Context: an optimization exercise on an open-source flow, tuned for small area. The choices shown serve that exercise and are no tape-out recipe.
Only simulation tests tie the RTL to the original design; equivalence was not proved.
Power figures rest on the tool's default switching activity, not on a simulated workload.

[flow/reopt.ys.in]
read_liberty -ignore_miss_func @LIB@
read_verilog @IN@
hierarchy -top PongCore
setattr -mod -set keep_hierarchy 1 sky130_fd_sc_hd__*df*
flatten
rename -hide w:_*_.*
opt_clean -purge
abc -liberty @LIB@ @DONT_USE@ -script @SCRIPT@ PongCore
opt_clean
hilomap -singleton -hicell sky130_fd_sc_hd__conb_1 HI -locell sky130_fd_sc_hd__conb_1 LO PongCore
opt_clean -purge
insbuf -buf sky130_fd_sc_hd__buf_1 A X PongCore
opt_clean -purge
tee -o @OUT@.stat stat -liberty @LIB@ PongCore
select PongCore
write_verilog -noattr -noexpr -nohex -nodec -selected @OUT@
[constraint.sdc]
create_clock -name core_clock -period 20.0 [get_ports {i_clk}]
set_input_delay 4.0000 -clock core_clock [delete_from_list [all_inputs] [get_ports {i_clk}]]
set_output_delay 4.0000 -clock core_clock [all_outputs]
set_load 0.01 [all_outputs]
[flow/run.sh]
#!/bin/bash
# Layout flow: the standard synthesis, then an area-oriented re-mapping of the
# combinational logic between the registers (the registers keep their names
# and cell types), then the standard ORFS layout with small port buffers and
# a small clock tree. Each tool's output goes to a log file in this folder.
set -euo pipefail
HERE=$(pwd)
LIB=$FLOW_HOME/platforms/sky130hd/lib/sky130_fd_sc_hd__tt_025C_1v80.lib
RES=$HERE/orfs/results/sky130hd/PongCore/base
YOSYS=$(command -v yosys || echo "$FLOW_HOME/../tools/install/yosys/bin/yosys")
NSEEDS=${NSEEDS:-8}
ABC_TIME=${ABC_TIME:-30}

export BUFFER_PORTS_ARGS="-buffer_cell sky130_fd_sc_hd__buf_1"
export REMOVE_ABC_BUFFERS=1
export SKIP_REPAIR_TIE_FANOUT=1
export CTS_ARGS="-sink_clustering_enable -repair_clock_nets -buf_list sky130_fd_sc_hd__clkbuf_4 -root_buf sky130_fd_sc_hd__clkbuf_4 -dont_use_dummy_load"

bash standard.sh synth > synth.log 2>&1
cp "$RES/1_2_yosys.v" "$HERE/standard_synth.v"

# re-map the logic with several seeds of ABC's deepsyn, keep the smallest
DONT_USE=$(sed -n '/export DONT_USE_CELLS/,/^$/p' "$FLOW_HOME/platforms/sky130hd/config.mk" | tr -d '\\' | tr ' ' '\n' | grep sky130 | sed 's/^/-dont_use /' | tr '\n' ' ')
run_seed() {
	local S=$1
	sed "s/@SEED@/$S/; s/@TIME@/$ABC_TIME/" flow/area.abc.in > area_$S.abc
	sed "s#@LIB@#$LIB#g; s#@IN@#$HERE/standard_synth.v#; s#@OUT@#$HERE/reopt_$S.v#; s#@DONT_USE@#$DONT_USE#; s#@SCRIPT@#$HERE/area_$S.abc#" \
		flow/reopt.ys.in > reopt_$S.ys
	"$YOSYS" -l reopt_$S.log -q reopt_$S.ys > /dev/null 2>&1 || true
}
S=1
while [ $S -le $NSEEDS ]; do
	for J in $(seq 1 ${NUM_CORES:-4}); do
		if [ $S -le $NSEEDS ]; then run_seed $S & fi
		S=$((S + 1))
	done
	wait
done
: > reopt_pick.log
for S in $(seq 1 $NSEEDS); do
	if [ -s reopt_$S.v.stat ] && [ -s reopt_$S.v ]; then
		echo "$(grep 'Chip area for module' reopt_$S.v.stat | awk '{print $NF}') $S" >> reopt_pick.log
	fi
done
BEST=$(sort -n reopt_pick.log | head -1 | awk '{print $2}')
echo "picked seed $BEST" >> reopt_pick.log
cp "$HERE/reopt_$BEST.v" "$RES/1_2_yosys.v"

bash standard.sh do-1_synth > synth_odb.log 2>&1
bash standard.sh > standard.log 2>&1
[config.mk]
export PLATFORM = sky130hd
export DESIGN_NAME = PongCore
export DESIGN_NICKNAME = PongCore
export VERILOG_FILES = /design/flow/design.v
export SDC_FILE = /design/flow/constraint.sdc
export NUM_CORES = 4
export LEC_CHECK = 0
export CAP_MARGIN = 20
export CORE_MARGIN = 2
export CORE_UTILIZATION = 40
export SLEW_MARGIN = 20
[standard.sh]
#!/bin/bash
# synth_recipe.tcl (not shown) runs the flow's synth.tcl, then flattens the netlist and writes it again
# the make line also repeats each setting of config.mk as NAME=value (left out here)
make -C /OpenROAD-flow-scripts/flow DESIGN_CONFIG=/design/flow/config.mk WORK_HOME=/design/flow/orfs CLKGATE_MAP_FILE= SYNTH_SCRIPT=/design/flow/synth_recipe.tcl "${@:-finish}"
[flow/area.abc.in]
strash
&get -n
&deepsyn -S @SEED@ -T @TIME@
&put
dch -f
amap
topo
[design.v]
module Lfsr(
	input i_clk,
	input i_rst,
	output reg [2:0] o_data);
	always @(posedge i_clk)
		if (i_rst)
			o_data <= 3'b000;
		else
			o_data <= {o_data[1:0], o_data[2] ^~ o_data[1]};
endmodule
module BinaryToSevSeg(
	input [2:0] i_bin_num,
	output reg [6:0] o_sevseg);
	always @(*)
		case (i_bin_num)
		3'b000: o_sevseg = ~(7'b0111111);
		3'b001: o_sevseg = ~(7'b0000110);
		3'b011: o_sevseg = ~(7'b1011011);
		3'b111: o_sevseg = ~(7'b1001111);
		3'b110: o_sevseg = ~(7'b1100110);
		3'b100: o_sevseg = ~(7'b1101101);
		default: o_sevseg = 7'bxxxxxxx;
		endcase
endmodule
module PongStateMachine(
	input i_clk,
	input i_rst,
	input [1:0] i_sw,
	input i_pb,
	input i_frame_tick,
	output reg [2:0] o_disp1,
	output reg [2:0] o_disp2,
	output signed [10:0] o_ball_x,
	output signed [10:0] o_ball_y,
	output signed [10:0] o_paddle1_y,
	output signed [10:0] o_paddle2_y,
	output reg o_finish);
	localparam RESET = 3'd0;
	localparam SERVE = 3'd1;
	localparam PLAY = 3'd2;
	localparam INCR_SCORE = 3'd3;
	localparam FINISH = 3'd4;
	reg [2:0] r_state;
	reg r_changed;
	reg r_pb, r_pb_q, r_ftick, r_ftick_q;
	reg r_vxneg;
	reg r_vyneg;
	reg [3:0] r_vymag;
	reg [5:0] r_blink_counter;
	reg [9:0] r_bx;
	reg [8:0] r_by;
	wire w_bx_neg = r_bx[9] & r_bx[8];
	wire w_by_neg = &r_by[8:4];
	reg [6:0] r_p1, r_p2;
	wire [2:0] w_lfsr;
	Lfsr lfsr_inst(
		.i_clk(i_clk),
		.i_rst(i_rst),
		.o_data(w_lfsr));
	wire w_pe_pb = r_pb & ~r_pb_q;
	wire w_tick = r_ftick & ~r_ftick_q;
	assign o_ball_x = {w_bx_neg, r_bx};
	assign o_ball_y = {w_by_neg, w_by_neg, r_by};
	assign o_paddle1_y = {2'b00, r_p1, 2'b00};
	assign o_paddle2_y = {2'b00, r_p2, 2'b00};
	wire w_is_reset = (r_state == RESET);
	wire w_is_incr = (r_state == INCR_SCORE);
	wire w_clear = w_is_reset & ~r_changed;
	wire w_inc1 = w_is_incr & r_changed & ~r_bx[8];
	wire w_inc2 = w_is_incr & r_changed & r_bx[8];
	wire [2:0] w_score1 = w_clear ? 3'b000 : (w_inc1 ? {o_disp1[1:0], ~o_disp1[2]} : o_disp1);
	wire [2:0] w_score2 = w_clear ? 3'b000 : (w_inc2 ? {o_disp2[1:0], ~o_disp2[2]} : o_disp2);
	wire w_game_over = (w_score1 == 3'b100) | (w_score2 == 3'b100);
	wire w_out_l = w_bx_neg & ~r_bx[3];
	wire w_out_r = r_bx[9] & ~r_bx[8] & r_bx[6] & r_bx[5] & r_bx[4] & r_bx[3];
	wire w_out = w_out_l | w_out_r;
	wire w_vy_nz = (r_vymag != 4'd0);
	wire w_top = w_by_neg | (r_by == 9'd0);
	wire w_bot = ~w_by_neg & (r_by >= 9'd472);
	wire w_wall = w_vy_nz & (r_vyneg ? w_top : w_bot);
	wire w_zone1 = (r_bx[9:5] == 5'd0) & (r_bx[4] ^ r_bx[3]);
	wire w_zone2 = r_bx[9] & ~r_bx[8] & ~r_bx[7] & r_bx[6] & (r_bx[5] ^ r_bx[4]) & (r_bx[4] ~^ r_bx[3]);
	wire w_zone = r_vxneg ? w_zone1 : w_zone2;
	wire [6:0] w_psel = r_vxneg ? r_p1 : r_p2;
	wire signed [7:0] w_u = {w_by_neg, r_by[8:2]} - {1'b0, w_psel};
	wire [1:0] w_r = r_by[1:0];
	wire w_hit_ok = ((w_u >= -8'sd1) & (w_u <= 8'sd18)) |
		((w_u == -8'sd2) & (w_r == 2'd3)) | ((w_u == 8'sd19) & ~w_r[1]);
	wire w_hit_neg = (w_u <= 8'sd8);
	reg [3:0] w_hit_mag;
	always @(*)
		case ({w_u[4:0], w_r})
		7'd123: w_hit_mag = 4'd8;
		7'd124: w_hit_mag = 4'd8;
		7'd125: w_hit_mag = 4'd7;
		7'd126: w_hit_mag = 4'd7;
		7'd127: w_hit_mag = 4'd7;
		7'd0: w_hit_mag = 4'd7;
		7'd1: w_hit_mag = 4'd7;
		7'd2: w_hit_mag = 4'd6;
		7'd3: w_hit_mag = 4'd6;
		7'd4: w_hit_mag = 4'd6;
		7'd5: w_hit_mag = 4'd6;
		7'd6: w_hit_mag = 4'd6;
		7'd7: w_hit_mag = 4'd5;
		7'd8: w_hit_mag = 4'd5;
		7'd9: w_hit_mag = 4'd5;
		7'd10: w_hit_mag = 4'd5;
		7'd11: w_hit_mag = 4'd5;
		7'd12: w_hit_mag = 4'd4;
		7'd13: w_hit_mag = 4'd4;
		7'd14: w_hit_mag = 4'd4;
		7'd15: w_hit_mag = 4'd4;
		7'd16: w_hit_mag = 4'd4;
		7'd17: w_hit_mag = 4'd3;
		7'd18: w_hit_mag = 4'd3;
		7'd19: w_hit_mag = 4'd3;
		7'd20: w_hit_mag = 4'd3;
		7'd21: w_hit_mag = 4'd3;
		7'd22: w_hit_mag = 4'd2;
		7'd23: w_hit_mag = 4'd2;
		7'd24: w_hit_mag = 4'd2;
		7'd25: w_hit_mag = 4'd2;
		7'd26: w_hit_mag = 4'd2;
		7'd27: w_hit_mag = 4'd1;
		7'd28: w_hit_mag = 4'd1;
		7'd29: w_hit_mag = 4'd1;
		7'd30: w_hit_mag = 4'd1;
		7'd31: w_hit_mag = 4'd1;
		7'd32: w_hit_mag = 4'd0;
		7'd33: w_hit_mag = 4'd0;
		7'd34: w_hit_mag = 4'd0;
		7'd35: w_hit_mag = 4'd0;
		7'd36: w_hit_mag = 4'd0;
		7'd37: w_hit_mag = 4'd0;
		7'd38: w_hit_mag = 4'd0;
		7'd39: w_hit_mag = 4'd0;
		7'd40: w_hit_mag = 4'd0;
		7'd41: w_hit_mag = 4'd1;
		7'd42: w_hit_mag = 4'd1;
		7'd43: w_hit_mag = 4'd1;
		7'd44: w_hit_mag = 4'd1;
		7'd45: w_hit_mag = 4'd1;
		7'd46: w_hit_mag = 4'd2;
		7'd47: w_hit_mag = 4'd2;
		7'd48: w_hit_mag = 4'd2;
		7'd49: w_hit_mag = 4'd2;
		7'd50: w_hit_mag = 4'd2;
		7'd51: w_hit_mag = 4'd3;
		7'd52: w_hit_mag = 4'd3;
		7'd53: w_hit_mag = 4'd3;
		7'd54: w_hit_mag = 4'd3;
		7'd55: w_hit_mag = 4'd3;
		7'd56: w_hit_mag = 4'd4;
		7'd57: w_hit_mag = 4'd4;
		7'd58: w_hit_mag = 4'd4;
		7'd59: w_hit_mag = 4'd4;
		7'd60: w_hit_mag = 4'd4;
		7'd61: w_hit_mag = 4'd5;
		7'd62: w_hit_mag = 4'd5;
		7'd63: w_hit_mag = 4'd5;
		7'd64: w_hit_mag = 4'd5;
		7'd65: w_hit_mag = 4'd5;
		7'd66: w_hit_mag = 4'd6;
		7'd67: w_hit_mag = 4'd6;
		7'd68: w_hit_mag = 4'd6;
		7'd69: w_hit_mag = 4'd6;
		7'd70: w_hit_mag = 4'd6;
		7'd71: w_hit_mag = 4'd7;
		7'd72: w_hit_mag = 4'd7;
		7'd73: w_hit_mag = 4'd7;
		7'd74: w_hit_mag = 4'd7;
		7'd75: w_hit_mag = 4'd7;
		7'd76: w_hit_mag = 4'd8;
		7'd77: w_hit_mag = 4'd8;
		default: w_hit_mag = 4'bxxxx;
		endcase
	function [6:0] paddle_move(input [6:0] p, input up);
		reg [7:0] t;
		integer i;
		begin
			t[0] = up ? (p != 7'd0) : ~(p[6] & p[5] & p[2]);
			for (i = 0; i < 7; i = i + 1)
				t[i+1] = t[i] & (p[i] ^ up);
			paddle_move = p ^ t[6:0];
		end
	endfunction
	function [8:0] ball_y_move(input [8:0] y, input neg, input [3:0] m);
		reg [9:0] k;
		reg [3:0] mm;
		integer i;
		begin
			k[0] = 1'b0;
			mm = m;
			for (i = 0; i < 9; i = i + 1)
			begin
				if (i < 4)
				begin
					ball_y_move[i] = y[i] ^ mm[i] ^ k[i];
					k[i+1] = ((y[i] ^ neg) & mm[i]) | ((y[i] ^ neg) & k[i]) | (mm[i] & k[i]);
				end
				else
				begin
					ball_y_move[i] = y[i] ^ k[i];
					k[i+1] = (y[i] ^ neg) & k[i];
				end
			end
		end
	endfunction
	function [9:0] ball_x_move(input [9:0] x, input neg);
		reg [10:0] t;
		integer i;
		begin
			ball_x_move[0] = ~x[0];
			ball_x_move[1] = x[1] ^ x[0] ^ ~neg;
			t[2] = neg ? ~(x[1] & x[0]) : (x[1] | x[0]);
			for (i = 2; i < 10; i = i + 1)
			begin
				ball_x_move[i] = x[i] ^ t[i];
				t[i+1] = t[i] & (x[i] ^ neg);
			end
		end
	endfunction
	always @(posedge i_clk)
	begin
		r_pb_q <= r_pb;
		r_ftick_q <= r_ftick;
		o_disp1 <= w_score1;
		o_disp2 <= w_score2;
		r_ftick <= i_frame_tick;
		if (i_rst)
			r_pb <= 1'b0;
		else
			r_pb <= i_pb;
	end
	always @(posedge i_clk)
	begin
		r_changed <= 1'b0;
		if (i_rst)
		begin
			r_state <= RESET;
			r_vxneg <= 1'b0;
			r_vyneg <= 1'b0;
			r_vymag <= 4'd0;
			o_finish <= 1'b0;
			r_blink_counter <= 0;
			r_bx <= 10'd312;
			r_by <= 9'd236;
			r_p1 <= 7'd50;
			r_p2 <= 7'd50;
		end
		else if (w_pe_pb && r_state != RESET)
		begin
			r_state <= RESET;
			r_changed <= 1'b1;
		end
		else if (w_pe_pb && r_state == RESET)
		begin
			r_state <= SERVE;
			r_vxneg <= ~w_lfsr[0];
			r_vyneg <= w_lfsr[2];
			r_vymag <= {2'b00, ~w_lfsr[1], w_lfsr[1]};
		end
		else
		begin
			case (r_state)
			RESET:
			begin
				o_finish <= 1'b0;
				if (w_tick)
				begin
					r_bx <= 10'd312;
					r_by <= 9'd236;
					r_p1 <= 7'd50;
					r_p2 <= 7'd50;
				end
			end
			SERVE:
			begin
				if (w_tick)
				begin
					r_bx <= 10'd312;
					r_by <= 9'd236;
					r_state <= PLAY;
				end
			end
			PLAY:
			begin
				if (w_out)
				begin
					r_changed <= 1'b1;
					r_state <= INCR_SCORE;
				end
				else if (w_wall)
					r_vyneg <= ~r_vyneg;
				else if (w_zone && w_hit_ok)
				begin
					r_vyneg <= w_hit_neg;
					r_vymag <= w_hit_mag;
					r_vxneg <= ~r_vxneg;
				end
				if (w_tick)
				begin
					r_bx <= ball_x_move(r_bx, r_vxneg);
					r_by <= ball_y_move(r_by, r_vyneg, r_vymag);
					r_p1 <= paddle_move(r_p1, i_sw[1]);
					r_p2 <= paddle_move(r_p2, i_sw[0]);
				end
			end
			INCR_SCORE:
			begin
				if (w_game_over)
					r_state <= FINISH;
				else if (w_tick)
				begin
					r_blink_counter <= r_blink_counter + 1;
					if (r_blink_counter >= 60)
					begin
						r_state <= SERVE;
						r_blink_counter <= 0;
					end
				end
			end
			FINISH:
			begin
				if (w_tick)
				begin
					r_blink_counter <= r_blink_counter + 1;
					if (r_blink_counter >= 30)
					begin
						o_finish <= ~o_finish;
						r_blink_counter <= 0;
					end
				end
			end
			default: ;
			endcase
		end
	end
endmodule
module PongCore(
	input i_clk,
	input i_rst,
	input [1:0] i_sw,
	input i_pb,
	input i_frame_tick,
	output [6:0] o_sevseg_p1d1,
	output [6:0] o_sevseg_p1d2,
	output [6:0] o_sevseg_p2d1,
	output [6:0] o_sevseg_p2d2,
	output signed [10:0] o_ball_x,
	output signed [10:0] o_ball_y,
	output signed [10:0] o_paddle1_y,
	output signed [10:0] o_paddle2_y,
	output o_finish);
	wire [2:0] w_disp1, w_disp2;
	assign o_sevseg_p1d1 = ~(7'b0111111);
	assign o_sevseg_p2d1 = ~(7'b0111111);
	BinaryToSevSeg sevseg_p1d2_inst(
		.i_bin_num(w_disp1),
		.o_sevseg(o_sevseg_p1d2));
	BinaryToSevSeg sevseg_p2d2_inst(
		.i_bin_num(w_disp2),
		.o_sevseg(o_sevseg_p2d2));
	PongStateMachine statemachine_inst(
		.i_clk(i_clk),
		.i_rst(i_rst),
		.i_sw(i_sw),
		.i_pb(i_pb),
		.i_frame_tick(i_frame_tick),
		.o_disp1(w_disp1),
		.o_disp2(w_disp2),
		.o_ball_x(o_ball_x),
		.o_ball_y(o_ball_y),
		.o_paddle1_y(o_paddle1_y),
		.o_paddle2_y(o_paddle2_y),
		.o_finish(o_finish));
endmodule
==> impl_metrics.tcl, run 1 <==
set metrics [dict create \
    port_buffers 56 \
    status "no timing/DRC/antenna violations" \
    vdd_drop_max_mv 0.03493 \
    skew_ps 38.44 \
    fillCellCount 915 \
    grt_usage_pct 18.81 \
    maxSlewHeadroom_pct 44.91 \
    cts_made_buffers 9 \
    synth_cells 506 \
    num_vias 3565 \
    cp.required_ps 16000 \
    end_kind "output port" \
    clockPowerShare_pct 27.2 \
    htree_levels 3 \
    cp_slowest_cell "dfxtp_1" \
    netSwitchingFraction_pct 28.28 \
    start_util_pct 41.60 \
    place_ws_ps 14160 \
    p_int_uw 158.0 \
    gr-total-overflow 0 \
    netlist_area_mm2 0.003452 \
    cts_hold_buf 0 \
    power_density_mw_per_mm2 58.83 \
    cp_max_fo 6 \
    antenna_found_initial 0 \
    share_comb_of_total_power_pct 13.1 \
    vias_per_cell 5.536 \
    grt_pass1_wl_mm 14.69 \
    rsz0062_at_grt "false" \
    nNetsFinal 547 \
    first_iter_violations 195 \
    finalSetupTns_ps 0 \
    cts_sinks 63 \
    p_leak_nw 1.218 \
    grt_pass1_vias 3014 \
    worst_slew_pin_slew_ps 817.7 \
    wl_per_cell_um 13.45 \
    cts_resized 0 \
    setup_slack_ps 14270 \
    drc_errors 0 \
    hpwlAfterDp_mm 6.777 \
    crit_type "reg -> out" \
    core_mm2 0.008299 \
    rows 33 \
    max_freq_mhz 174.5 \
    clk_root_buffer_cell "clkbuf_4" \
    max-cap-violations 0 \
    fp.dieH_um 96.90 \
    power_switching_uw 62.30 \
    crit_arrival_ps 1730 \
    finalCritPeriodShare_pct 28.66 \
    cp_cell_sequence "clkinv_1, nor2_1, nor2_1, a21oi_1, nor3b_1, buf_1" \
    setup_viol 0 \
    syn_avg_cell_area_um2 6.822 \
    gp_congestion 0.8705 \
    clk_latency_ps 400 \
    die_w_um 96.90 \
    min_period_ps 5732 \
    path_common_cell "nor2_1" \
    pwr-share-seq_pct 59.7 \
    critPathMaxStageDelay_ps 350 \
    synth_warnings 3 \
    cts_tree "yes" \
    worstSetupStartpointType "flop" \
    drive_above_1_share_pct 1.855 \
    area_delta_synth_final_pct 8.481 \
    hp-class "reg -> reg" \
    hold_viol 0 \
    antenna_cells 0 \
    post_cts_buffers 0 \
    die_area_mm2 0.009390 \
    routed_wl_mm 8.662 \
    drt_pass1_iterations 5 \
    slew_viol_final 0 \
    cts_max_path_buffers 2 \
    cts.clk_slew.worst_paths_ps 110 \
    grt_max_degree 21 \
    ios 79 \
    power.total_uw 220.3 \
    ant_nets 0 \
]
==> through the flow <==
step           utilization, %  hold slack, ps  std cells  instance area, um2
2_1_floorplan               -           323.5        473                3328
3_3_place_gp            44.31           330.4        635                3677
3_5_place_dp            44.31           334.8        635                3677
4_1_cts                 45.12           358.3        644                3745
5_1_grt                 45.12           360.6        644                3745
6_report                45.12           355.0        644                3745
==> cells in the final DEF, fill, tap and decap left out, types with 6 or more instances in the layout <==
cell type  count
a211oi_1      14
a21oi_1       35
a221oi_1       7
buf_1         56
clkbuf_4       9
clkinv_1      76
dfxtp_1       63
nand2_1       27
nand3_1       10
nor2_1        96
nor2b_1        6
nor3_1        18
o21ai_0       43
o221ai_1      13
o22ai_1       19
==> path summary, 6_finish.rpt <==
check / from / end / slack (ps) / cells after the start
min reg2reg: statemachine_inst.r_pb / statemachine_inst.r_pb_q / 350 / 0
max reg2reg: statemachine_inst.r_vxneg / statemachine_inst.r_vymag[0] / 14850 / 21
min: statemachine_inst.r_pb / statemachine_inst.r_pb_q / 350 / 0
max: statemachine_inst.o_disp1[0] / o_sevseg_p1d2[0] / 14270 / 6
==> final cells by class <==
cell class,count,area [um2],area share (%)
Clock buffer,9,67.56,1.804
Inverter,76,285.3,7.618
Multi-Input combinational cell,334,1782,47.58
Sequential cell,63,1261,33.68
Tap cell,105,131.4,3.508
Timing Repair Buffer,57,217.7,5.814
==> per-layer routing <==
layer	vias to the layer above	GRT usage (%)	wire length [um]
li1	1835	-	-
met1	1604	28.30	4354
met2	112	26.66	3652
met3	14	4.624	515
met4	0	4.875	140
met5	-	0	0
==> power by group through the flow <==
stage | sequential, mW | combinational [mW] | clock (mW)
2_1_floorplan | 0.134 | 0.0207 | 0
3_3_place_gp | 0.134 | 0.0280 | 0
3_5_place_dp | 0.134 | 0.0285 | 0
4_1_cts | 0.131 | 0.0285 | 0.0631
5_1_grt | 0.132 | 0.0326 | 0.0688
6_report | 0.132 | 0.0288 | 0.0600
==> sequential cells by signal (all words and copies together) (netlist names), 3 cells and up <==
name	cells
statemachine_inst.r_by	9
statemachine_inst.r_p1	7
statemachine_inst.lfsr_inst.o_data	3
statemachine_inst.r_bx	10
statemachine_inst.r_vymag	4
statemachine_inst.o_disp1	3
statemachine_inst.o_disp2	3
statemachine_inst.r_state	3
statemachine_inst.r_blink_counter	6
statemachine_inst.r_p2	7
==> worst max-delay path: cells and delay by family, from the launching register on <==
kind / cells / cell delay (ps)
simple gates: 3 / 500
flops: 1 / 350
buf+inv: 2 / 340
compound gates: 1 / 160
==> inputs of run 2 (changes only) <==
--- a/flow/run.sh
+++ b/flow/run.sh
@@ -45,4 +45,8 @@
 BEST=$(sort -n reopt_pick.log | head -1 | awk '{print $2}')
-echo "picked seed $BEST" >> reopt_pick.log
-cp "$HERE/reopt_$BEST.v" "$RES/1_2_yosys.v"
+if [ -n "$BEST" ]; then
+	echo "picked seed $BEST" >> reopt_pick.log
+	cp "$HERE/reopt_$BEST.v" "$RES/1_2_yosys.v"
+else
+	echo "no re-mapped netlist; keeping the standard synthesis" >> reopt_pick.log
+fi
 
==> run 2 against run 1 <==
Compared with the run above:
- clock skew unchanged
- wire length unchanged
- sequential share of layout area stayed put
- worst hold slack is the same
- sequential power hardly changed
- critical path type unchanged
- sequential cell count stayed put
==> impl_metrics.tcl, run 2 <==
set metrics [dict create \
    synth_warnings 3 \
    vias_per_cell 5.536 \
    finalCritPeriodShare_pct 28.66 \
    p_leak_nw 1.218 \
    reg2reg_to "statemachine_inst.r_vymag[0]" \
    grt_max_degree 21 \
    skew_ps 38.44 \
    syn_avg_cell_area_um2 6.822 \
    setup_viol 0 \
    path_delay_family "simple AND/OR/NAND/NOR gates" \
    cts_hold_buf 0 \
    rsz0062_at_grt "false" \
    die_area_mm2 0.009390 \
    routed_wl_mm 8.662 \
    cts_sinks 63 \
    final_common_cell "nor2_1" \
    critPathMaxStageDelay_ps 350 \
    crit_arrival_ps 1730 \
    grt_usage_pct 18.81 \
    die_w_um 96.90 \
    post_cts_buffers 0 \
    cts_max_path_buffers 2 \
    worst-r2r-setup-slack_ps 14850 \
    cp-endpoint "o_sevseg_p1d2[0]" \
    finalSetupTns_ps 0 \
    cts_made_buffers 9 \
    status "no timing/DRC/antenna violations" \
    port_buffers 56 \
    wl_per_cell_um 13.45 \
    antenna_found_initial 0 \
    ff2ff_path_depth 21 \
    layout_common_cells "96 x nor2_1, 76 x clkinv_1, 63 x dfxtp_1" \
    crit_cells 6 \
    hp-class "reg -> reg" \
    area_delta_synth_final_pct 8.481 \
    top_regs "statemachine_inst.r_bx (10), statemachine_inst.r_by (9)" \
    grt_pass1_vias 3014 \
    nNetsFinal 547 \
    hold_viol 0 \
    vdd_drop_max_mv 0.03493 \
    ant_nets 0 \
    drive_above_1_share_pct 1.855 \
    cp_max_fo 6 \
    worst_slew_pin_slew_ps 817.7 \
    ios 79 \
    cts.clk_slew.worst_paths_ps 110 \
    gp_congestion 0.8705 \
    dpl_cell_area_mm2 0.003677 \
    synth_cells 506 \
    regMostFlops "statemachine_inst.r_bx" \
    largest_reg_flops 10 \
    worstSetupStartpoint "statemachine_inst.o_disp1[0]" \
    crit_type "reg -> out" \
    start_util_pct 41.60 \
    design_area_mm2 0.003745 \
    hpwlAfterDp_mm 6.777 \
    maxSlewHeadroom_pct 44.91 \
    min_period_ps 5732 \
    first_iter_violations 195 \
    drt_pass1_iterations 5 \
    grt_pass1_wl_mm 14.69 \
    r2r-start "statemachine_inst.r_vxneg" \
    power_density_mw_per_mm2 58.83 \
    num_vias 3565 \
    core_mm2 0.008299 \
    fp.dieH_um 96.90 \
    max_freq_mhz 174.5 \
    htree_levels 3 \
    gr-total-overflow 0 \
    clk_root_buffer_cell "clkbuf_4" \
    cts_resized 0 \
    path_common_cell "nor2_1" \
    worstSetupStartpointType "flop" \
    cts_tree "yes" \
    netlist_area_mm2 0.003452 \
    antenna_cells 0 \
    max-cap-violations 0 \
    slew_viol_final 0 \
    cp.required_ps 16000 \
    drc_errors 0 \
    end_kind "output port" \
    worst-path-buf-inv 2 \
    cp_slowest_cell "dfxtp_1" \
    rows 33 \
    whs_ps 355.0 \
    clk_latency_ps 400 \
    cp_cell_sequence "clkinv_1, nor2_1, nor2_1, a21oi_1, nor3b_1, buf_1" \
]
## run 2: cell counts in the layout (fill, tap and decap cells not counted)
Identical to the previous run, type by type.
## run 2: how the worst min path moves through the flow
stage | cells past startpoint | startpoint | to
2_1_floorplan | 0 | statemachine_inst.r_pb | statemachine_inst.r_pb_q
3_3_place_gp | 0 | statemachine_inst.r_pb | statemachine_inst.r_pb_q
3_5_place_dp | 0 | statemachine_inst.r_pb | statemachine_inst.r_pb_q
4_1_cts | 0 | statemachine_inst.r_pb | statemachine_inst.r_pb_q
5_1_grt | 0 | statemachine_inst.r_pb | statemachine_inst.r_pb_q
6_report | 0 | statemachine_inst.r_pb | statemachine_inst.r_pb_q
## run 2: layout make-up
class	instances	area (um2)
timing repair buffer	57	217.7
clock buffer	9	67.56
tap	105	131.4
fill	915	4554
multi-input combinational	334	1782
inverter	76	285.3
sequential	63	1261
## run 2: through the flow
step	power [mW]	instances	setup slack (ps)	util [%]
5_1_grt	0.2335	644	14050	45.12
6_report	0.2203	644	14270	45.12
3_5_place_dp	0.1628	635	14160	44.31
4_1_cts	0.2231	644	14240	45.12
2_1_floorplan	0.1548	473	14530	-
3_3_place_gp	0.1624	635	14240	44.31
## run 2: per-layer routing
layer / routed length [um] / global-route usage, %
met5: 0 / 0
met4: 140 / 4.875
met3: 515 / 4.624
met2: 3652 / 26.66
met1: 4354 / 28.30
## run 2: power by group
group	switching [mW]	leakage, nW	internal (mW)
logic	0.0198	0.665	0.00894
registers	0.00335	0.512	0.128
clock network	0.0391	0.0414	0.0209
total	0.0623	1.22	0.158
==> inputs of run 3 (changes only) <==
--- a/flow/run.sh
+++ b/flow/run.sh
@@ -10,3 +10,3 @@
 YOSYS=$(command -v yosys || echo "$FLOW_HOME/../tools/install/yosys/bin/yosys")
-NSEEDS=${NSEEDS:-8}
+NSEEDS=${NSEEDS:-4}
 ABC_TIME=${ABC_TIME:-30}
@@ -16,3 +16,3 @@
 export SKIP_REPAIR_TIE_FANOUT=1
-export CTS_ARGS="-sink_clustering_enable -repair_clock_nets -buf_list sky130_fd_sc_hd__clkbuf_4 -root_buf sky130_fd_sc_hd__clkbuf_4 -dont_use_dummy_load"
+export CTS_ARGS="-sink_clustering_enable -repair_clock_nets -buf_list sky130_fd_sc_hd__clkbuf_4 -root_buf sky130_fd_sc_hd__clkbuf_8 -sink_clustering_size 10 -sink_clustering_max_diameter 60 -dont_use_dummy_load"
 
@@ -45,8 +45,4 @@
 BEST=$(sort -n reopt_pick.log | head -1 | awk '{print $2}')
-if [ -n "$BEST" ]; then
-	echo "picked seed $BEST" >> reopt_pick.log
-	cp "$HERE/reopt_$BEST.v" "$RES/1_2_yosys.v"
-else
-	echo "no re-mapped netlist; keeping the standard synthesis" >> reopt_pick.log
-fi
+echo "picked seed $BEST" >> reopt_pick.log
+cp "$HERE/reopt_$BEST.v" "$RES/1_2_yosys.v"
 
==> run 3 against run 2 <==
Compared with the run above:
- die area rose by 1.1%
- utilization fell by 0.36 points
- critical endpoint is now statemachine_inst.r_p1[6]
- global-route usage rose by 0.11 points
- combinational power fell by 11%
- still clean
- clock power rose by 39%
- setup slack got worse by 48 ps
- total power rose by 9.2%
- largest power group unchanged
- synthesized cell count rose by 1.6%
- register-to-register slack improved by 690 ps
- via count rose by 0.20%
- highest routed layer unchanged
==> impl_metrics.tcl, run 3 <==
set metrics [dict create \
    clockPowerShare_pct 34.8 \
    hpwlAfterDp_mm 6.704 \
    syn_avg_cell_area_um2 6.796 \
    whs_ps 354.4 \
    antenna_found_initial 0 \
    area_delta_synth_final_pct 10.10 \
    fp.dieH_um 97.45 \
    gr-total-overflow 0 \
    grt_usage_pct 18.92 \
    share_comb_of_total_power_pct 10.7 \
    cp.required_ps 20240 \
    drc_errors 0 \
    min_period_ps 5780 \
    grt_pass1_wl_mm 14.90 \
    port_buffers 56 \
    layout_common_cells "90 x nor2_1, 73 x clkinv_1, 63 x dfxtp_1" \
    fillCellCount 914 \
    holdPathStages 0 \
    end_kind "flop" \
    crit_type "in -> reg" \
    worstSetupStartpointType "primary input" \
    synth_warnings 3 \
    pwr-share-seq_pct 54.6 \
    cts.clk_slew.worst_paths_ps 70 \
    worst_slew_pin_slew_ps 823.2 \
    status "no timing/DRC/antenna violations" \
    max_freq_mhz 173.0 \
    cp_max_fo 4 \
    skew_ps 26.35 \
    top_regs "statemachine_inst.r_bx (10), statemachine_inst.r_by (9)" \
    hold_viol 0 \
    vias_per_cell 5.453 \
    finalCritPeriodShare_pct 28.90 \
    design_area_mm2 0.003846 \
    largest_reg_flops 10 \
    min_from "statemachine_inst.r_pb" \
    ios 79 \
    ff2ff_path_depth 14 \
    max-cap-violations 0 \
    clk_root_buffer_cell "clkbuf_8" \
    cts_max_path_buffers 2 \
    dpl_cell_area_mm2 0.003722 \
    cts_resized 0 \
    power_switching_uw 64.95 \
    ant_nets 0 \
    drive_above_1_share_pct 1.828 \
    clk_latency_ps 350 \
    setup_viol 0 \
    netSwitchingFraction_pct 27.00 \
    drt_pass1_iterations 4 \
    htree_levels 3 \
    rsz0062_at_grt "false" \
    num_vias 3572 \
    cts_sinks 63 \
    grt_pass1_vias 3196 \
    p_int_uw 175.6 \
    rows 34 \
    first_iter_violations 144 \
    place_ws_ps 13870 \
    routed_wl_mm 8.782 \
    die_area_mm2 0.009497 \
    die_w_um 97.45 \
    gp_congestion 0.8897 \
    cts_made_buffers 9 \
    grt_max_degree 21 \
    core_mm2 0.008593 \
    wl_per_cell_um 13.41 \
    power_density_mw_per_mm2 62.54 \
    crit_arrival_ps 6020 \
    cts_tree "yes" \
    cts_hold_buf 0 \
    hp-class "reg -> reg" \
    power.total_uw 240.5 \
    start_util_pct 40.65 \
    regMostFlops "statemachine_inst.r_bx" \
    nNetsFinal 555 \
    r2r-start "statemachine_inst.r_vxneg" \
    antenna_cells 0 \
    vdd_drop_max_mv 0.02516 \
    post_cts_buffers 0 \
    slew_viol_final 0 \
    synth_cells 514 \
    p_leak_nw 1.213 \
    finalSetupTns_ps 0 \
    maxSlewHeadroom_pct 44.54 \
    min_to "statemachine_inst.r_pb_q" \
    final_common_cell "nor2_1" \
    netlist_area_mm2 0.003493 \
    reg2reg_to "statemachine_inst.r_vymag[2]" \
    setup_slack_ps 14220 \
    worst-r2r-setup-slack_ps 15540 \
]
## run 3: per-layer routing
metal / part of all wire (%) / global-route usage (%) / routed length (um)
met4: 1.2 / 6.838 / 108
met5: 0 / 0 / 0
met1: 49 / 25.02 / 4311
met2: 45 / 30.56 / 3988
met3: 4.2 / 3.957 / 373
## run 3: area by class of cell
type	count	area, um2	area share [%]
Multi-Input combinational cell	345	1834	47.69
Sequential cell	63	1261	32.79
Inverter	73	274.0	7.124
Timing Repair Buffer	57	217.7	5.660
Tap cell	108	135.1	3.513
Clock buffer	9	123.9	3.221
## run 3: worst max-delay path: stages
cell and delay, ps:
buf_1 110, clkinv_1 70, nor2_1 50, nand2_1 80
or2_0 170, nor4b_1 70, a311oi_1 320, o221ai_1 240
nor2_1 240, clkinv_1 140, or3_1 320, a21oi_1 150
nor2_1 50
## run 3: worst max-delay path by stage
stage / start / end / slack (ps) / cells after the start
global route: i_sw[1] / statemachine_inst.r_p1[6] / 13980 / 13
floorplan: i_sw[1] / statemachine_inst.r_p1[6] / 14230 / 12
CTS: i_sw[1] / statemachine_inst.r_p1[6] / 14230 / 13
detailed placement: i_sw[1] / statemachine_inst.r_p1[6] / 13870 / 13
global placement: i_sw[1] / statemachine_inst.r_p1[6] / 13920 / 13
finish: i_sw[1] / statemachine_inst.r_p1[6] / 14220 / 13
## run 3: through the flow
stage,cells,util [%]
CTS,655,44.76
global placement,646,43.32
detailed placement,646,43.32
finish,655,44.76
global route,655,44.76
floorplan,481,-
## run 3: power by group through the flow
stage	Combinational, mW	Clock [mW]	Sequential, mW
floorplan	0.0184	0	0.134
global placement	0.0249	0	0.134
detailed placement	0.0253	0	0.134
CTS	0.0254	0.0857	0.131
global route	0.0289	0.0916	0.132
finish	0.0256	0.0836	0.131
==> inputs of run 4 (changes only) <==
--- a/design.v
+++ b/design.v
@@ -37,8 +37,7 @@
 	output reg o_finish);
-	localparam RESET = 3'd0;
-	localparam SERVE = 3'd1;
-	localparam PLAY = 3'd2;
-	localparam INCR_SCORE = 3'd3;
-	localparam FINISH = 3'd4;
-	reg [2:0] r_state;
+	localparam RESET = 2'd0;
+	localparam SERVE = 2'd1;
+	localparam PLAY = 2'd2;
+	localparam INCR_SCORE = 2'd3;
+	reg [1:0] r_state;
 	reg r_changed;
@@ -73,2 +72,3 @@
 	wire w_game_over = (w_score1 == 3'b100) | (w_score2 == 3'b100);
+	wire w_finish = ~r_changed & ((o_disp1 == 3'b100) | (o_disp2 == 3'b100));
 	wire w_out_l = w_bx_neg & ~r_bx[3];
@@ -311,22 +311,20 @@
 			begin
-				if (w_game_over)
-					r_state <= FINISH;
-				else if (w_tick)
+				if (w_finish)
 				begin
-					r_blink_counter <= r_blink_counter + 1;
-					if (r_blink_counter >= 60)
+					if (w_tick)
 					begin
-						r_state <= SERVE;
-						r_blink_counter <= 0;
+						r_blink_counter <= r_blink_counter + 1;
+						if (r_blink_counter >= 30)
+						begin
+							o_finish <= ~o_finish;
+							r_blink_counter <= 0;
+						end
 					end
 				end
-			end
-			FINISH:
-			begin
-				if (w_tick)
+				else if (!w_game_over && w_tick)
 				begin
 					r_blink_counter <= r_blink_counter + 1;
-					if (r_blink_counter >= 30)
+					if (r_blink_counter >= 60)
 					begin
-						o_finish <= ~o_finish;
+						r_state <= SERVE;
 						r_blink_counter <= 0;
@@ -335,3 +333,2 @@
 			end
-			default: ;
 			endcase
--- a/flow/run.sh
+++ b/flow/run.sh
@@ -10,4 +10,4 @@
 YOSYS=$(command -v yosys || echo "$FLOW_HOME/../tools/install/yosys/bin/yosys")
-NSEEDS=${NSEEDS:-4}
-ABC_TIME=${ABC_TIME:-30}
+NSEEDS=${NSEEDS:-2}
+ABC_TIME=${ABC_TIME:-10}
 
@@ -16,3 +16,3 @@
 export SKIP_REPAIR_TIE_FANOUT=1
-export CTS_ARGS="-sink_clustering_enable -repair_clock_nets -buf_list sky130_fd_sc_hd__clkbuf_4 -root_buf sky130_fd_sc_hd__clkbuf_8 -sink_clustering_size 10 -sink_clustering_max_diameter 60 -dont_use_dummy_load"
+export CTS_ARGS="-repair_clock_nets -buf_list sky130_fd_sc_hd__clkbuf_4 -root_buf sky130_fd_sc_hd__clkbuf_4 -dont_use_dummy_load"
 
@@ -45,4 +45,8 @@
 BEST=$(sort -n reopt_pick.log | head -1 | awk '{print $2}')
-echo "picked seed $BEST" >> reopt_pick.log
-cp "$HERE/reopt_$BEST.v" "$RES/1_2_yosys.v"
+if [ -n "$BEST" ]; then
+	echo "picked seed $BEST" >> reopt_pick.log
+	cp "$HERE/reopt_$BEST.v" "$RES/1_2_yosys.v"
+else
+	echo "no re-mapped netlist; keeping the standard synthesis" >> reopt_pick.log
+fi
 
==> run 4 against run 3 <==
Compared with the run above:
- global-route usage increased by 0.62 points
- wire length up 1.4%
- critical endpoint is now o_ball_y[9]
- maximum frequency down 3.7%
- sequential power hardly changed
- clock power decreased by 27%
- largest cell class unchanged
- worst hold slack gained 4.2 ps
- synthesized cell count decreased by 1.4%
- total power shrank 8.1%
- synthesized area down 1.4%
- design area down 2.5%
- clock skew grew 2.6 ps
- setup slack worse by 220 ps
==> impl_metrics.tcl, run 4 <==
set metrics [dict create \
    setup_viol 0 \
    reg2reg_to "statemachine_inst.r_vymag[0]" \
    wl_per_cell_um 13.74 \
    hpwlAfterDp_mm 7.013 \
    regArea_mm2 0.001241 \
    syn_avg_cell_area_um2 6.792 \
    min_from "statemachine_inst.r_pb" \
    slew_viol_final 0 \
    cts_resized 0 \
    hold_viol 0 \
    max-cap-violations 0 \
    cts_made_buffers 9 \
    drive_above_1_share_pct 2.026 \
    grt_usage_pct 19.54 \
    multi_input_area_mm2 0.001793 \
    rows 33 \
    crit_type "reg -> out" \
    cts_max_path_buffers 2 \
    ios 79 \
    p_leak_nw 1.202 \
    clk_latency_ps 420 \
    ant_nets 0 \
    worstSetupStartpointType "flop" \
    antenna_found_initial 0 \
    grt_pass1_wl_mm 15.43 \
    final_common_cell "nor2_1" \
    regMostFlops "statemachine_inst.r_bx" \
    port_buffers 56 \
    worst_slew_pin_slew_ps 694.1 \
    htree_levels 3 \
    power_density_mw_per_mm2 58.95 \
    first_iter_violations 252 \
    cts_sinks 62 \
    cts_hold_buf 0 \
    largest_reg_flops 10 \
    layout_common_cells "97 x nor2_1, 78 x clkinv_1, 62 x dfxtp_1" \
    ff2ff_path_depth 18 \
    hp-class "reg -> reg" \
    skew_ps 29.00 \
    drc_errors 0 \
    cp_slowest_cell "nor3_1" \
    synth_warnings 3 \
    grt_max_degree 21 \
    critPathMaxStageDelay_ps 520 \
    cts.clk_slew.worst_paths_ps 100 \
    rsz0062_at_grt "false" \
    place_inst 639 \
    antenna_cells 0 \
    cp_max_fo 7 \
    clk_root_buffer_cell "clkbuf_4" \
    top_regs "statemachine_inst.r_bx (10), statemachine_inst.r_by (9)" \
    finalSetupTns_ps 0 \
    min_to "statemachine_inst.r_pb_q" \
    drt_pass1_iterations 5 \
    nNetsFinal 551 \
    crit_arrival_ps 2000 \
    fp.dieH_um 96.78 \
    start_util_pct 41.49 \
    die_w_um 96.78 \
    end_kind "output port" \
    max_freq_mhz 166.6 \
    gp_congestion 0.8444 \
    final-instance-count-excl-fill 648 \
    die_area_mm2 0.009366 \
    routed_wl_mm 8.903 \
    maxSlewHeadroom_pct 53.55 \
    gr-total-overflow 0 \
    cp_cell_sequence "clkinv_1, nor2_1, nand2_1, nor3_1, buf_1" \
    status "no timing/DRC/antenna violations" \
    grt_pass1_vias 3344 \
    worst-r2r-setup-slack_ps 14870 \
    finalCritPeriodShare_pct 30.02 \
    num_vias 3560 \
    synth_cells 507 \
    min_period_ps 6003 \
    r2r-start "statemachine_inst.r_vxneg" \
    holdPathStages 0 \
    area_delta_synth_final_pct 8.939 \
    post_cts_buffers 0 \
    netlist_area_mm2 0.003443 \
    vdd_drop_max_mv 0.03882 \
    core_mm2 0.008299 \
    cp.required_ps 16000 \
    cts_tree "yes" \
    fillCellCount 880 \
    vias_per_cell 5.494 \
]
==> run 4: changes by cell type in the layout (fill, tap and decap cells not counted), sizes merged, moves of 5 or more <==
cell / delta
a21oi: -13
clkinv: +5
nand2: -8
nor2: +7
o21ai: +9
==> run 4: power by group <==
part | internal (mW) | switching (mW) | leakage [nW]
logic | 0.00894 | 0.0212 | 0.657
registers | 0.126 | 0.00340 | 0.504
clock network | 0.0209 | 0.0403 | 0.0414
total | 0.156 | 0.0650 | 1.20
==> run 4: worst max path at each step <==
stage,startpoint,to,cells past startpoint
after CTS,statemachine_inst.r_by[6],o_ball_y[9],5
after global routing,statemachine_inst.r_by[6],o_ball_y[10],5
after global placement,i_sw[0],statemachine_inst.r_p2[5],14
after floorplan,i_sw[0],statemachine_inst.r_p2[5],13
final,statemachine_inst.r_by[6],o_ball_y[9],5
after detailed placement,i_sw[0],statemachine_inst.r_p2[5],14
==> run 4: routing by layer <==
layer | part of all wire [%] | GRT usage [%] | vias up | wire (um)
met1 | 48 | 26.70 | 1591 | 4303
met5 | 0 | 0 | - | 0
met3 | 5.0 | 4.841 | 8 | 443
li1 | - | - | 1867 | -
met2 | 46 | 30.88 | 94 | 4056
met4 | 1.1 | 5.200 | 0 | 99
==> run 4: layout make-up <==
| class | count | share of cell area, % |
|---|---|---|
| Tap cell | 105 | 3.502 |
| Clock buffer | 9 | 1.801 |
| Multi-Input combinational cell | 336 | 47.80 |
| Sequential cell | 62 | 33.09 |
| Timing Repair Buffer | 58 | 6.004 |
| Inverter | 78 | 7.805 |
==> run 4: metrics by stage <==
step / setup WS [ps] / power [mW] / cell area [um2] / utilization [%] / hold slack (ps)
CTS: 13980 / 0.2236 / 3751 / 45.20 / 356.3
finish: 14000 / 0.2211 / 3751 / 45.20 / 358.6
global placement: 14150 / 0.1624 / 3684 / 44.38 / 330.5
floorplan: 14450 / 0.1536 / 3327 / - / 323.5
global route: 13880 / 0.2329 / 3751 / 45.20 / 367.1
detailed placement: 14030 / 0.1625 / 3684 / 44.38 / 336.8
==> run 4: critical path, delay by kind of cell (launching register included) <==
family,cells,cell delay (ps)
DFF,1,450
buffers and inverters,2,380
and+or+nand+nor,3,770
==> inputs of run 5 (changes only) <==
--- a/flow/run.sh
+++ b/flow/run.sh
@@ -10,4 +10,4 @@
 YOSYS=$(command -v yosys || echo "$FLOW_HOME/../tools/install/yosys/bin/yosys")
-NSEEDS=${NSEEDS:-2}
-ABC_TIME=${ABC_TIME:-10}
+NSEEDS=${NSEEDS:-8}
+ABC_TIME=${ABC_TIME:-30}
 
@@ -16,3 +16,3 @@
 export SKIP_REPAIR_TIE_FANOUT=1
-export CTS_ARGS="-repair_clock_nets -buf_list sky130_fd_sc_hd__clkbuf_4 -root_buf sky130_fd_sc_hd__clkbuf_4 -dont_use_dummy_load"
+export CTS_ARGS="-sink_clustering_enable -repair_clock_nets -buf_list sky130_fd_sc_hd__clkbuf_4 -root_buf sky130_fd_sc_hd__clkbuf_4 -dont_use_dummy_load"
 
==> run 5 against run 4 <==
Compared with the run above:
- synthesized cell count down 0.39%
- sequential cell count unchanged
- die area down 1.0%
==> impl_metrics.tcl, run 5 <==
set metrics [dict create \
    area_delta_synth_final_pct 8.817 \
    max-cap-violations 0 \
    antenna_found_initial 0 \
    rsz0062_at_grt "false" \
    max_freq_mhz 173.8 \
    power_density_mw_per_mm2 62.12 \
    top_regs "statemachine_inst.r_bx (10), statemachine_inst.r_by (9)" \
    antenna_cells 0 \
    cts.clk_slew.worst_paths_ps 100 \
    first_iter_violations 242 \
    hold_viol 0 \
    clk_latency_ps 420 \
    post_cts_buffers 0 \
    clk_root_buffer_cell "clkbuf_4" \
    worst_slew_pin_slew_ps 864.8 \
    status "no timing/DRC/antenna violations" \
    hp-class "reg -> reg" \
    fillCellCount 864 \
    die_area_mm2 0.009269 \
    crit_arrival_ps 1750 \
    largest_reg_flops 10 \
    netlist_area_mm2 0.003406 \
    p_int_uw 158.7 \
    ios 79 \
    syn_avg_cell_area_um2 6.744 \
    slew_viol_final 0 \
    cp_max_fo 6 \
    cts_tree "yes" \
    drc_errors 0 \
    cts_resized 0 \
    finalCritPeriodShare_pct 28.76 \
    min_period_ps 5752 \
    maxSlewHeadroom_pct 40.86 \
    gr-total-overflow 0 \
    routed_wl_mm 8.810 \
    reg2reg_to "statemachine_inst.r_vymag[1]" \
    synth_cells 505 \
    htree_levels 3 \
    drive_above_1_share_pct 1.852 \
    p_leak_nw 1.195 \
    min_from "statemachine_inst.r_ftick" \
    min_to "statemachine_inst.r_ftick_q" \
    skew_ps 32.59 \
    layout_common_cells "98 x nor2_1, 79 x clkinv_1, 62 x dfxtp_1" \
    power_switching_uw 71.50 \
    ff2ff_path_depth 17 \
    finalSetupTns_ps 0 \
    dpl_cell_area_mm2 0.003638 \
    share_comb_of_total_power_pct 16.3 \
    regMostFlops "statemachine_inst.r_bx" \
    grt_pass1_vias 3117 \
    wl_per_cell_um 13.66 \
    clockPowerShare_pct 26.8 \
    end_kind "output port" \
    die_w_um 96.28 \
    nNetsFinal 548 \
    num_vias 3549 \
    hpwlAfterDp_mm 6.756 \
    pwr-share-seq_pct 56.9 \
    fp.dieH_um 96.28 \
    vdd_drop_max_mv 0.03480 \
    port_buffers 56 \
    start_util_pct 41.45 \
    cp.required_ps 16000 \
    cts_made_buffers 9 \
    worst-r2r-setup-slack_ps 15570 \
    crit_type "reg -> out" \
    netSwitchingFraction_pct 31.06 \
    core_mm2 0.008217 \
    holdPathStages 0 \
    drt_pass1_iterations 5 \
    place_inst 636 \
    cts_max_path_buffers 2 \
    final_common_cell "nor2_1" \
    cts_hold_buf 0 \
    cts_sinks 62 \
    rows 33 \
    synth_warnings 3 \
    vias_per_cell 5.502 \
    r2r-start "statemachine_inst.r_vxneg" \
    gp_congestion 0.8931 \
    design_area_mm2 0.003706 \
    grt_pass1_wl_mm 14.59 \
    setup_viol 0 \
    grt_usage_pct 20.24 \
    worstSetupStartpointType "flop" \
    grt_max_degree 21 \
    ant_nets 0 \
    final-instance-count-excl-fill 645 \
]
-- run 5: how the worst max path moves through the flow --
stage	startpoint	end	slack, ps
2_1_floorplan	i_sw[1]	statemachine_inst.r_p1[6]	14480
3_3_place_gp	i_sw[1]	statemachine_inst.r_p1[6]	14110
3_5_place_dp	i_sw[1]	statemachine_inst.r_p1[6]	13980
4_1_cts	statemachine_inst.r_by[6]	o_ball_y[10]	14240
5_1_grt	i_sw[1]	statemachine_inst.r_p1[6]	14000
6_report	statemachine_inst.r_by[6]	o_ball_y[10]	14250
-- run 5: final cells by class --
cell class                      count  area, um2  area share [%]
Inverter                           79      296.5           8.001
Timing Repair Buffer               57      217.7           5.874
Clock buffer                        9      67.56           1.823
Tap cell                          105      131.4           3.545
Multi-Input combinational cell    333       1752           47.27
Sequential cell                    62       1241           33.49
-- run 5: power groups by stage --
stage / logic, mW / registers (mW) / clock network, mW
finish: 0.0374 / 0.131 / 0.0618
global route: 0.0428 / 0.132 / 0.0692
CTS: 0.0368 / 0.131 / 0.0638
detailed placement: 0.0367 / 0.134 / 0
global placement: 0.0363 / 0.134 / 0
floorplan: 0.0263 / 0.134 / 0
-- run 5: stage by stage --
| step | hold WS [ps] | utilization [%] | setup WS [ps] | power (mW) |
|---|---|---|---|---|
| after floorplan | 323.5 | - | 14480 | 0.1601 |
| after global placement | 329.0 | 44.28 | 14110 | 0.1702 |
| after detailed placement | 335.1 | 44.28 | 13980 | 0.1706 |
| after CTS | 320.8 | 45.10 | 14240 | 0.2317 |
| after global routing | 325.6 | 45.10 | 14000 | 0.2437 |
| final | 316.7 | 45.10 | 14250 | 0.2302 |
-- run 5: metal layers --
layer / vias to the layer above / track usage, % / wire [um]
met3: 15 / 4.699 / 444
li1: 1844 / - / -
met2: 102 / 30.38 / 3921
met1: 1588 / 27.78 / 4266
met4: 0 / 8.333 / 178
met5: - / 0 / 0
-- run 5: critical path: stages (launching register included) --
cell      delay (ps)
dfxtp_1          420
clkinv_1         190
nor2_1           180
nand2_1           80
nor2_1           280
buf_1            190
==> inputs of run 6 (changes only) <==
--- a/design.v
+++ b/design.v
@@ -83,3 +83,3 @@
 	wire w_zone = r_vxneg ? w_zone1 : w_zone2;
-	wire [6:0] w_psel = r_vxneg ? r_p1 : r_p2;
+	wire [6:0] w_psel = ({7{w_zone1}} & r_p1) | ({7{w_zone2}} & r_p2);
 	wire signed [7:0] w_u = {w_by_neg, r_by[8:2]} - {1'b0, w_psel};
--- a/flow/run.sh
+++ b/flow/run.sh
@@ -10,3 +10,3 @@
 YOSYS=$(command -v yosys || echo "$FLOW_HOME/../tools/install/yosys/bin/yosys")
-NSEEDS=${NSEEDS:-8}
+NSEEDS=${NSEEDS:-12}
 ABC_TIME=${ABC_TIME:-30}
==> run 6 against run 5 <==
Compared with the run above:
- still clean on timing, DRC and antenna
- total power is 9.7% lower
- design area grew 0.34%
- global-route usage decreased by 0.44 points
- sequential share of layout area down 0.11 points
- final cell count decreased by 0.47%
- clock skew rose by 15 ps
- critical path type unchanged
- largest cell class unchanged
- largest power group unchanged
==> impl_metrics.tcl, run 6 <==
set metrics [dict create \
    syn_avg_cell_area_um2 6.808 \
    cts_max_path_buffers 2 \
    end_kind "output port" \
    post_cts_buffers 0 \
    final-instance-count-excl-fill 642 \
    crit_arrival_ps 1970 \
    top_regs "statemachine_inst.r_bx (10), statemachine_inst.r_by (9)" \
    min_from "statemachine_inst.r_ftick" \
    ff2ff_path_depth 22 \
    cp_max_fo 8 \
    ant_nets 0 \
    reg2reg_to "statemachine_inst.r_vymag[1]" \
    fp.dieH_um 96.34 \
    clk_latency_ps 410 \
    synth_cells 501 \
    cts_resized 0 \
    max-cap-violations 0 \
    finalCritPeriodShare_pct 29.85 \
    p_leak_nw 1.152 \
    status "no timing/DRC/antenna violations" \
    drt_pass1_iterations 7 \
    largest_reg_flops 10 \
    maxSlewHeadroom_pct 53.40 \
    gr-total-overflow 0 \
    cts_tree "yes" \
    whs_ps 350.8 \
    worst-r2r-setup-slack_ps 14590 \
    setup_viol 0 \
    ios 79 \
    skew_ps 47.26 \
    holdPathStages 0 \
    routed_wl_mm 8.601 \
    regMostFlops "statemachine_inst.r_bx" \
    grt_usage_pct 19.80 \
    max_freq_mhz 167.5 \
    first_iter_violations 164 \
    cts.clk_slew.worst_paths_ps 100 \
    cts_hold_buf 0 \
    final_common_cell "nor2_1" \
    power_density_mw_per_mm2 55.92 \
    grt_pass1_wl_mm 14.22 \
    vias_per_cell 5.484 \
    antenna_cells 0 \
    drive_above_1_share_pct 2.048 \
    drc_errors 0 \
    setup_slack_ps 14030 \
    synth_warnings 3 \
    grt_pass1_vias 3054 \
    core_mm2 0.008258 \
    rows 33 \
    antenna_found_initial 0 \
    path_delay_family "simple AND/OR/NAND/NOR gates" \
    htree_levels 3 \
    clk_root_buffer_cell "clkbuf_4" \
    port_buffers 56 \
    design_area_mm2 0.003719 \
    r2r-start "statemachine_inst.r_bx[3]" \
    netlist_area_mm2 0.003411 \
    start_util_pct 41.30 \
    num_vias 3521 \
    slew_viol_final 0 \
    vdd_drop_max_mv 0.01994 \
    finalSetupTns_ps 0 \
    hp-class "reg -> reg" \
    dpl_cell_area_mm2 0.003651 \
    cts_sinks 62 \
    cp.required_ps 16000 \
    min_to "statemachine_inst.r_ftick_q" \
    gp_congestion 0.9430 \
    hold_viol 0 \
    place_inst 633 \
    cp_slowest_cell "dfxtp_1" \
    wl_per_cell_um 13.40 \
    cts_made_buffers 9 \
    crit_type "reg -> out" \
    area_delta_synth_final_pct 9.024 \
    die_area_mm2 0.009281 \
    worst_slew_pin_slew_ps 691.7 \
    worst-path-buf-inv 2 \
    rsz0062_at_grt "false" \
    layout_common_cells "85 x nor2_1, 78 x clkinv_1, 62 x dfxtp_1" \
    place_ws_ps 13980 \
    worstSetupStartpointType "flop" \
    cp_cell_sequence "clkinv_1, nor3_1, nand2_1, nor2_1, buf_1" \
    nNetsFinal 545 \
    grt_max_degree 21 \
    hpwlAfterDp_mm 6.652 \
    critPathMaxStageDelay_ps 510 \
    min_period_ps 5970 \
    die_w_um 96.34 \
]
run 6: per-stage QoR:
stage / utilization, % / power (mW)
2_1_floorplan: - / 0.1446
3_3_place_gp: 44.21 / 0.1501
3_5_place_dp: 44.21 / 0.1504
4_1_cts: 45.03 / 0.2108
5_1_grt: 45.03 / 0.2188
6_report: 45.03 / 0.2079
run 6: worst max-delay path by stage:
| stage | cells after the start | startpoint | end | slack (ps) |
|---|---|---|---|---|
| 6_report | 5 | statemachine_inst.r_by[4] | o_ball_y[10] | 14030 |
| 5_1_grt | 22 | statemachine_inst.r_bx[3] | statemachine_inst.r_vymag[1] | 13840 |
| 4_1_cts | 5 | statemachine_inst.r_by[4] | o_ball_y[10] | 13980 |
| 2_1_floorplan | 10 | i_sw[0] | statemachine_inst.r_p2[5] | 14380 |
| 3_3_place_gp | 12 | i_sw[0] | statemachine_inst.r_p2[5] | 14050 |
| 3_5_place_dp | 12 | i_sw[0] | statemachine_inst.r_p2[5] | 13980 |
run 6: area by class of cell:
class,instances,area (um2)
Fill cell,887,4539
Multi-Input combinational cell,330,1760
Sequential cell,62,1241
Inverter,78,292.8
Timing Repair Buffer,58,225.2
Tap cell,105,131.4
Clock buffer,9,67.56
run 6: report_power, final:
group | leakage (nW) | internal, mW | switching [mW]
logic | 0.607 | 0.00545 | 0.0137
registers | 0.503 | 0.126 | 0.00271
clock network | 0.0414 | 0.0209 | 0.0394
total | 1.15 | 0.152 | 0.0558
run 6: layer usage:
metal | up-vias | track usage [%] | routed length [um]
met3 | 10 | 5.247 | 444
met2 | 95 | 33.22 | 3982
li1 | 1825 | - | -
met4 | 0 | 5.282 | 128
met1 | 1591 | 25.13 | 4046
met5 | - | 0 | 0
==> inputs of run 7 (changes only) <==
--- a/flow/run.sh
+++ b/flow/run.sh
@@ -10,3 +10,3 @@
 YOSYS=$(command -v yosys || echo "$FLOW_HOME/../tools/install/yosys/bin/yosys")
-NSEEDS=${NSEEDS:-12}
+NSEEDS=${NSEEDS:-16}
 ABC_TIME=${ABC_TIME:-30}
==> run 7 against run 6 <==
Compared with the run above:
- still clean
- via count shrank 1.4%
- die area shrank 0.70%
- critical path depth is the same
- synthesized area shrank 0.73%
- first-iteration DRC count shrank 26%
- synthesized cell count shrank 1.0%
- setup slack gained 140 ps
- sequential power is essentially flat
- non-clock buffer count grew 1
- design area shrank 0.47%
- register-to-register slack gained 280 ps
- wire length shrank 2.5%
- critical path type unchanged
- critical endpoint unchanged
- largest cell class unchanged
==> impl_metrics.tcl, run 7 <==
set metrics [dict create \
    finalCritPeriodShare_pct 29.13 \
    layout_common_cells "79 x nor2_1, 77 x clkinv_1, 62 x dfxtp_1" \
    min_period_ps 5826 \
    worst_slew_pin_slew_ps 638.6 \
    clk_root_buffer_cell "clkbuf_4" \
    first_iter_violations 121 \
    skew_ps 39.32 \
    fp.dieH_um 96 \
    netlist_area_mm2 0.003386 \
    routed_wl_mm 8.390 \
    path_delay_family "simple AND/OR/NAND/NOR gates" \
    fillCellCount 874 \
    cp.required_ps 16000 \
    clk_latency_ps 410 \
    hold_viol 0 \
    p_leak_nw 1.170 \
    grt_max_degree 21 \
    power_density_mw_per_mm2 56.86 \
    place_ws_ps 13920 \
    cts_hold_buf 0 \
    crit_arrival_ps 1830 \
    ff2ff_path_depth 24 \
    status "no timing/DRC/antenna violations" \
    start_util_pct 41.21 \
    maxSlewHeadroom_pct 56.98 \
    rsz0062_at_grt "false" \
    final_common_cell "nor2_1" \
    max_freq_mhz 171.6 \
    finalSetupTns_ps 0 \
    hp-class "reg -> reg" \
    crit_type "reg -> out" \
    gp_congestion 0.8497 \
    whs_ps 339.6 \
    hpwlAfterDp_mm 6.509 \
    max-cap-violations 0 \
    antenna_found_initial 0 \
    worst-path-buf-inv 2 \
    largest_reg_flops 10 \
    vdd_drop_max_mv 0.02254 \
    die_w_um 96 \
    ant_nets 0 \
    drc_errors 0 \
    grt_pass1_vias 2979 \
    slew_viol_final 0 \
    die_area_mm2 0.009216 \
    holdPathStages 0 \
    drive_above_1_share_pct 2.251 \
    final_util_pct 45.04 \
    synth_warnings 3 \
    top_regs "statemachine_inst.r_bx (10), statemachine_inst.r_by (9)" \
    regMostFlops "statemachine_inst.r_bx" \
    crit_cells 5 \
    cp_cell_sequence "clkinv_1, nor2_1, nand2_1, nor3_1, buf_1" \
    nNetsFinal 541 \
    end_kind "output port" \
    port_buffers 56 \
    grt_pass1_wl_mm 13.68 \
    cts.clk_slew.worst_paths_ps 80 \
    worstSetupStartpointType "flop" \
    setup_slack_ps 14170 \
    htree_levels 3 \
    final-instance-count-excl-fill 638 \
    cts_made_buffers 9 \
    area_delta_synth_final_pct 9.313 \
    cts_tree "yes" \
    antenna_cells 0 \
    place_inst 629 \
    cts_resized 0 \
    rows 33 \
    post_cts_buffers 0 \
    syn_avg_cell_area_um2 6.826 \
    wl_per_cell_um 13.15 \
    cp_slowest_cell "dfxtp_1" \
    setup_viol 0 \
    cp_max_fo 6 \
    vias_per_cell 5.442 \
    critPathMaxStageDelay_ps 430 \
    grt_usage_pct 19.07 \
    synth_cells 496 \
    ios 79 \
    drt_pass1_iterations 4 \
    num_vias 3472 \
    cts_max_path_buffers 2 \
    core_mm2 0.008217 \
    gr-total-overflow 0 \
    cts_sinks 62 \
]
[run 7: cell count changes in the layout (fill, tap and decap cells not counted), moves of 4 or more]
| cell | before | now |
|---|---|---|
| nor3_1 | 26 | 10 |
| nor2_1 | 85 | 79 |
| a21oi_1 | 30 | 35 |
| or2_0 | 0 | 5 |
| a211oi_1 | 13 | 9 |
| nand2_1 | 25 | 29 |
[run 7: layout make-up]
| type | count | area, um2 | share of cell area (%) |
|---|---|---|---|
| Timing Repair Buffer | 59 | 232.7 | 6.288 |
| Inverter | 77 | 289.0 | 7.809 |
| Multi-Input combinational cell | 326 | 1739 | 46.99 |
| Sequential cell | 62 | 1241 | 33.54 |
| Clock buffer | 9 | 67.56 | 1.826 |
| Tap cell | 105 | 131.4 | 3.550 |
[run 7: layer usage]
layer / global-route usage, % / vias up / wire (um)
met5: 0 / - / 0
met4: 6.786 / 0 / 69
met3: 3.759 / 7 / 445
met2: 31.31 / 86 / 3855
met1: 24.84 / 1551 / 4020
li1: - / 1828 / -
[run 7: path summary, 6_finish.rpt]
check / start / to / slack, ps
max: statemachine_inst.r_by[6] / o_ball_y[10] / 14170
min: statemachine_inst.r_pb / statemachine_inst.r_pb_q / 340
max reg2reg: statemachine_inst.r_bx[3] / statemachine_inst.r_vxneg / 14870
min reg2reg: statemachine_inst.r_pb / statemachine_inst.r_pb_q / 340
[run 7: worst register-to-register path, delay by kind of cell (launching register included)]
kind	cells	cell delay, ps
DFF	1	440
buffers and inverters	5	1040
AOI/OAI and AO/OA	10	2100
and+or+nand+nor	9	1430
[run 7: metrics by stage]
step	area [um2]	power, mW
global placement	3633	0.1524
CTS	3701	0.2135
global route	3701	0.2230
finish	3701	0.2105
floorplan	3269	0.1463
detailed placement	3633	0.1526
[run 7: power breakdown]
| group | internal [mW] | switching [mW] | total (mW) | leakage [nW] |
|---|---|---|---|---|
| clock network | 0.0209 | 0.0396 | 0.0605 | 0.0414 |
| logic | 0.00586 | 0.0149 | 0.0208 | 0.625 |
| registers | 0.126 | 0.00302 | 0.129 | 0.504 |

## what the ideal ports hide
How much do the figures lean on ideal ports? The routed layouts below were timed once more, with nothing changed but the port constraints. Step 1: set_driving_cell puts a clkbuf_16 on i_clk and a buf_2 on each other input, an assumption about the parent block. Step 2 times the ports against the registers' clock, not the clock port: input delays grow and output delays shrink by t, the midpoint of the rising clock arrivals with the driver on. Slacks: no drivers / after step 1 / after step 2; pairs: no drivers / after step 1.
run	t (ns)	setup slack, ns	hold WS [ns]	worst data-port slew with drivers (ns)	pins driven straight from the clock port
run 1	0.413	14.268 / 14.239 / 14.097	0.355 / 0.355 / 0.355	0.03	1
run 2	0.413	14.268 / 14.239 / 14.097	0.355 / 0.355 / 0.355	0.03	1
run 3	0.369	14.220 / 14.235 / 13.865	0.354 / 0.354 / 0.354	0.03	1
run 4	0.424	13.997 / 13.974 / 13.971	0.359 / 0.359 / 0.359	0.03	1
run 5	0.429	14.248 / 14.219 / 13.897	0.317 / 0.317 / 0.317	0.04	1
run 6	0.421	14.030 / 14.000 / 13.941	0.351 / 0.351 / 0.351	0.03	1
run 7	0.420	14.174 / 14.143 / 13.855	0.340 / 0.340 / 0.340	0.03	1
After both steps setup and hold are still met in every run listed. For run 3, which loses most, drivers alone change the setup slack by +0.015 ns; drivers and shift together by -0.355 ns.
